What follows belongs to an exercise in optimizing a design on an open flow for small area, a short achievable clock period and few clock cycles per item; a production flow would make more cautious choices.
At most, simulation tests tie the RTL to the original design; equivalence was not proved.
Power figures rest on the tool's default switching activity, not on a simulated workload.

## run A
## SystolicArrayAxiWrapper
module SystolicArrayAxiWrapper(
    input axi_clk,
    input axi_rst_n,
    input s_axis_valid,
    input [47:0] s_axis_data,
    output s_axis_ready,
    output m_axis_valid,
    output [143:0] m_axis_data,
    input m_axis_ready
);
clock: 6.5 ns
lec_check: 0
cap_margin: 20
core_margin: 2
core_utilization: 40
setup_slack_margin: 2.4
slew_margin: 20
run.sh (not shown) runs the stock make flow with config.mk's settings and CLKGATE_MAP_FILE= SYNTH_SCRIPT=/design/flow/synth_recipe.tcl, a recipe that flattens the netlist after the stock synthesis.
Testbench counts of run A, summed over its fixed seeds: cycles 976, items 320.
The following lists how run B was set up differently from run A:
- CORE_UTILIZATION changed from 40 to 55
- SETUP_SLACK_MARGIN changed from 2.4 to 2.6
--- outcome ---
Of run B and run A, run A shows the higher die area, with run B below it.
The lower non-clock buffer count of run B and run A is in run A.
Summary of run B over run A: total length of routed wires rose 5.1%; clock-buffer cell count shrank by 4; layout net count rose by 53; number of global-route vias before repair higher; number of well-tap cells placed down 24%.
Relative to run A, the number of standard cells in the final layout excluding fillers measured on run B has decreased by a few percent.
Input-level comparison between run C and run B:
- an added TNS_END_PERCENT of 0
- a change of CORE_UTILIZATION from 55 to 40
- Cmp run C vs run B: wire length lower in run C
- [compare] base=run B new=run C: leakage dissipation fell by about 3.5%; post-route standard cell area excluding fillers fell by about 3%; max-capacitance violation count stayed essentially flat; portion of total power attributed to combinational logic fell by 3.4 points; worst path required time stayed essentially flat.
- Of run B and run C, the run reporting the lower final critical-path required period was run B.
- | number of tapcells | higher: run C |
- For detailed router's first-iteration violation count, dividing the value from run B by the value from run C gives 1.3.
#### Input delta (run D over run C)
- changing CORE_UTILIZATION from 40 to 30
- removing TNS_END_PERCENT (formerly 0)
## What came out
- Run D reports a higher largest net degree at the start of global routing than run C does.
- Internal power summed over all cells for run D is higher than for run C.
- Number of clock-tree buffers in the layout grows by more than 10% when moving from run C to run D.
- Summary — arrival time of the worst setup path, run D relative to run C: lower, by 0.10 ns.
- Where via count is concerned, run C is better than run D.
- Looking only at synthesis-to-layout area growth, and setting everything else aside, the higher value of run C and run D goes to run D.
- Compare run C and run D | global routing met1 resource utilization higher: run C
- Sequential power share, run C and run D, lower one = run D.
- Looking only at met2 routing resource usage after global routing, and setting everything else aside, the higher value of run C and run D goes to run C.
Input-level comparison between run E and run D:
- changing CORE_UTILIZATION from 30 to 40
==> flow/flow/run.sh (new file) <==
#!/bin/bash
# The standard layout, with plain buf_1 cells as the port buffers instead of the delay-cell
# buffers buffer_ports picks by default. Each port still gets its own buffer.
set -euo pipefail
export BUFFER_PORTS_ARGS="-buffer_cell sky130_fd_sc_hd__buf_1"
bash standard.sh > standard.log 2>&1
==> flow/standard.sh (new file) <==
#!/bin/bash
# synth_recipe.tcl (not shown) runs the flow's synth.tcl, then flattens the netlist and writes it again
# the make line also repeats each setting of config.mk as NAME=value (left out here)
make -C /OpenROAD-flow-scripts/flow DESIGN_CONFIG=/design/flow/config.mk WORK_HOME=/design/flow/orfs CLKGATE_MAP_FILE= SYNTH_SCRIPT=/design/flow/synth_recipe.tcl "${@:-finish}"
removed: flow/run.sh
## What came out
Run D has a higher instance count after placement with tap cells included than run E. Changes observed in run E relative to run D: shortest clock period the worst path allows after layout went up 0.047 ns; proportion of final cell area spent on non-clock buffers went down 3.1 points; layout overhead on the synthesized area went down 7.3 points; final wirelength went down about 0.6%. In run E, the count of clock-buffer cells in the layout came out 1 below the value in run D. Run E does worse than run D on worst setup slack. Lower final HPWL from detailed placement was reported by run E, not run D. Run E finished all stages; the layout is clean. The global-route total usage across every layer in run E was higher than what run D gave. Going from run D to run E, clock power shrank by more than 10%. In run E the die footprint turned out about 25% lower than in run D.

SystolicArrayAxiWrapper, a different RTL version from the one above (not shown whole).
For scale: ~3600 cells after synthesis, about 200 flip-flops.
Design SystolicArrayAxiWrapper, start of the top module:
module SystolicArrayAxiWrapper(
    input axi_clk,
    input axi_rst_n,
    input s_axis_valid,
    input [47:0] s_axis_data,
    output s_axis_ready,
    output m_axis_valid,
    output [143:0] m_axis_data,
    input m_axis_ready
);
==> flow/config.mk <==
export PLATFORM = sky130hd
export DESIGN_NAME = SystolicArrayAxiWrapper
export DESIGN_NICKNAME = SystolicArrayAxiWrapper
export VERILOG_FILES = /design/flow/design.v
export SDC_FILE = /design/flow/constraint.sdc
export NUM_CORES = 4
export LEC_CHECK = 0
export CAP_MARGIN = 20
export CORE_MARGIN = 2
export CORE_UTILIZATION = 40
export SLEW_MARGIN = 20
==> flow/constraint.sdc <==
create_clock -name core_clock -period 6.5 [get_ports {axi_clk}]
set_input_delay 1.3000 -clock core_clock [delete_from_list [all_inputs] [get_ports {axi_clk}]]
set_output_delay 1.3000 -clock core_clock [all_outputs]
set_load 0.01 [all_outputs]
Stock flow here: none of the scripts above is used.
The baseline finished clean.
Edit:
SETUP_SLACK_MARGIN = 2.5   (was unset)
=> The new run finished clean. Worst setup slack is better by 1.2 ns. Count of clock-buffer cells in the layout is higher by 1. Die area is unchanged. Design area is higher by about 24%. Maximum frequency is higher by 27%. Synthesized area stays the same.
No functional check of the RTL was part of any run of this note.

## alpha
SystolicArrayAxiWrapper, a different RTL version from the one above (not shown whole).
Size: about 2,800 cells after synthesis, about 240 flip-flops, about 200 I/O pins, about 29,000 sq um of cells after synthesis.
==> flow/config.mk <==
export PLATFORM = sky130hd
export DESIGN_NAME = SystolicArrayAxiWrapper
export DESIGN_NICKNAME = SystolicArrayAxiWrapper
export VERILOG_FILES = /design/flow/design.v
export SDC_FILE = /design/flow/constraint.sdc
export NUM_CORES = 4
export LEC_CHECK = 0
export CAP_MARGIN = 20
export CORE_MARGIN = 2
export CORE_UTILIZATION = 40
export SETUP_SLACK_MARGIN = 2.2
export SLEW_MARGIN = 20
==> flow/constraint.sdc <==
create_clock -name core_clock -period 6.5 [get_ports {axi_clk}]
set_input_delay 1.3000 -clock core_clock [delete_from_list [all_inputs] [get_ports {axi_clk}]]
set_output_delay 1.3000 -clock core_clock [all_outputs]
set_load 0.01 [all_outputs]
Testbench counts of alpha, summed over its fixed seeds: cycles 976, items 320.
The following lists how beta was set up differently from alpha:
- SETUP_SLACK_MARGIN now 3.0, was 2.2
==> flow/flow/run.sh (new file) <==
#!/bin/bash
# The standard layout, with plain buf_1 cells as the port buffers instead of the delay-cell
# buffers buffer_ports picks by default. Each port still gets its own buffer.
set -euo pipefail
export BUFFER_PORTS_ARGS="-buffer_cell sky130_fd_sc_hd__buf_1"
bash standard.sh > standard.log 2>&1
==> flow/standard.sh (new file) <==
#!/bin/bash
# synth_recipe.tcl (not shown) runs the flow's synth.tcl, then flattens the netlist and writes it again
# the make line also repeats each setting of config.mk as NAME=value (left out here)
make -C /OpenROAD-flow-scripts/flow DESIGN_CONFIG=/design/flow/config.mk WORK_HOME=/design/flow/orfs CLKGATE_MAP_FILE= SYNTH_SCRIPT=/design/flow/synth_recipe.tcl "${@:-finish}"
removed: flow/run.sh
### Flow results
Looking at number of CTS-inserted buffers, beta sits 1 lower than alpha does.
Summary of the comparison: number of ordinary and repair buffers in the finished layout is higher in beta, relative to alpha.
Comparing beta against alpha, there is no change at all in number of I/O port buffers.
alpha → beta: via count of the first global-routing pass higher, worst clock skew lower.
From alpha to beta the numbers moved as follows: total of clock buffers placed in the layout fell 4; mux contribution to synthesized area shows no meaningful change; count of vias placed by the detailed router went up; wire length saw an increase; clock network power share lower.
Inputs modified between beta and gamma:
==> flow/run.sh (new file) <==
#!/bin/bash
# synth_recipe.tcl (not shown) runs the flow's synth.tcl, then flattens the netlist and writes it again
# the make line also repeats each setting of config.mk as NAME=value (left out here)
make -C /OpenROAD-flow-scripts/flow DESIGN_CONFIG=/design/flow/config.mk WORK_HOME=/design/flow/orfs CLKGATE_MAP_FILE= SYNTH_SCRIPT=/design/flow/synth_recipe.tcl finish
removed: flow/flow/run.sh
removed: flow/standard.sh
==> comparison <==
- The post-route total power in gamma was higher than what beta gave.
- Final net count in gamma vs beta: down 26
- Relative contribution of the clock network to total power in gamma is 0.3 points higher than in beta
- Relative to beta, the count of clock-buffer cells in the layout measured on gamma has decreased by a few percent.
- beta -> gamma: average size of a mapped cell delta 0, exact match
- [compare] base=beta new=gamma: count of buffering cells on the critical path with inverters included down 1, worst clock skew flat.
- Final period demand of the worst path was higher in the run labelled beta.
Input changes introduced in delta (baseline for comparison: gamma):
- SETUP_SLACK_MARGIN now 2.6, was 3.0
### Flow results
The run with more setup slack is gamma; delta has less. Every stage of the flow completed for gamma, and the final layout passed the timing, design-rule and antenna checks. delta was carried through to the last stage, and its layout satisfied the timing, design-rule and antenna checks. In the metrics for gamma and delta, the one carrying the lower estimated wirelength of the detail-placed design is delta. Reported for gamma and delta, max-capacitance violation count turned out identical to the last digit. Higher relative contribution of sequential cells to total power was reported by delta, not gamma. The via count reported for delta is lower than the one for gamma. Taking gamma as the reference point, the post-route non-filler standard cell count of delta falls by 97. Of delta and gamma, it is delta that has the lower global-route met2 utilization. Between gamma and delta, cell area after placement decreased. The power per standard cell area of delta falls short of that of gamma by 10 nW/um^2. Post-route worst hold slack is higher on gamma.

run 1:
RTL: one of the versions met above, not the one the previous note started from.
For scale: about 2300 cells after synthesis, roughly 220 flip-flops, roughly 24000 um^2 of cells after synthesis.
make LEC_CHECK=0 CAP_MARGIN=20 CORE_MARGIN=2 CORE_UTILIZATION=40 SETUP_SLACK_MARGIN=2.8 SLEW_MARGIN=20 finish   # period 6.5 ns
Stock flow here: none of the scripts above is used.
Run 1 did not stop at any stage, and its layout met the timing, design-rule and antenna checks.
Testbench counts of run 1, summed over its fixed seeds: cycles 976, items 320.
--- input diff run 1..run 2 ---
- PLACE_DENSITY: unset -> 0.75
- SETUP_SLACK_MARGIN: 2.8 -> 2.6
## What came out
For the pin count of the biggest net entering global routing, run 2 came in 32% higher than run 1 did.
Per the comparison of run 2 with run 1, global-route usage went up, first-pass GRT wire length went up, number of gates resized after CTS went down.
Side by side, final routed wirelength across all metal layers turned out higher in run 2 than in run 1.
The detailed router's first-iteration violation count of run 2 was inferior to that of run 1.
Run 2 vs run 1 — relative contribution of sequential cells to total power rose 1.0 points.
For run 3, these inputs were changed with respect to run 2:
- removing PLACE_DENSITY (formerly 0.75)
Run 3 finished end to end and its layout was clean on timing, DRC and antenna. | delay of the slowest cell on the worst path | run 3 vs run 2 | 0.04 ns higher |. Compared with run 2, in run 3 clock group share of total power now smaller, number of non-filler instances in the completed layout decreased by 27 relative to the old numbers. From run 2 to run 3 the numbers moved as follows: initial detailed-routing violation count -23%, shortest clock period the worst path allows after layout moved up. Across both runs, post-route clock period utilization was higher for run 3 than for run 2. Power on run 3 is ahead of run 2. Of run 2 and run 3, the lower count of non-CTS buffers in the layout belongs to run 3. [diff] global-route wire length before repair, run 3 relative to run 2: improvement. Comparing run 2 and run 3, total inserted antenna cells is lower on run 3.

-- port drivers added, routing unchanged --
Ports are ideal in the flow. The routed layouts listed here were re-timed in OpenROAD. Step 1, drivers: a clkbuf_16 drives axi_clk and a buf_2 each remaining input, both assumed. Step 2, shift: input delay + t, output delay - t, t = (earliest + latest rising clock arrival at the registers) / 2. This alone moves slack from input paths to output paths. Three values: ideal, step 1, step 2; two values: the first two.
run	t, ns	slack for setup (ns)	hold slack, ns	clock arrival spread, ns
run A	0.646	2.471 / 2.471 / 2.471	0.505 / 0.505 / 0.505	0.030 / 0.030
run B	0.643	2.525 / 2.525 / 2.525	0.500 / 0.500 / 0.500	0.032 / 0.031
run C	0.641	2.497 / 2.497 / 2.497	0.511 / 0.511 / 0.511	0.017 / 0.017
run D	0.603	2.548 / 2.548 / 2.548	0.490 / 0.490 / 0.490	0.029 / 0.029
run E	0.637	2.501 / 2.501 / 2.501	0.496 / 0.496 / 0.496	0.025 / 0.025
the first run of note 2	0.579	0.902 / 0.902 / 0.902	0.509 / 0.509 / 0.509	0.019 / 0.019
the second run of note 2	0.577	2.095 / 2.095 / 2.095	0.504 / 0.504 / 0.504	0.015 / 0.015
alpha	0.647	2.344 / 2.282 / 2.376	0.488 / 0.488 / 0.488	0.027 / 0.027
beta	0.649	2.797 / 2.763 / 2.797	0.491 / 0.491 / 0.491	0.017 / 0.017
gamma	0.661	2.833 / 2.774 / 2.833	0.499 / 0.499 / 0.499	0.017 / 0.017
delta	0.664	2.657 / 2.595 / 2.742	0.496 / 0.496 / 0.496	0.023 / 0.024
run 1	0.645	2.526 / 2.526 / 2.526	0.493 / 0.493 / 0.493	0.034 / 0.035
run 2	0.627	2.552 / 2.552 / 2.552	0.525 / 0.525 / 0.525	0.015 / 0.015
run 3	0.635	2.525 / 2.525 / 2.525	0.493 / 0.493 / 0.493	0.015 / 0.015
After both steps setup and hold are still met in every run listed.
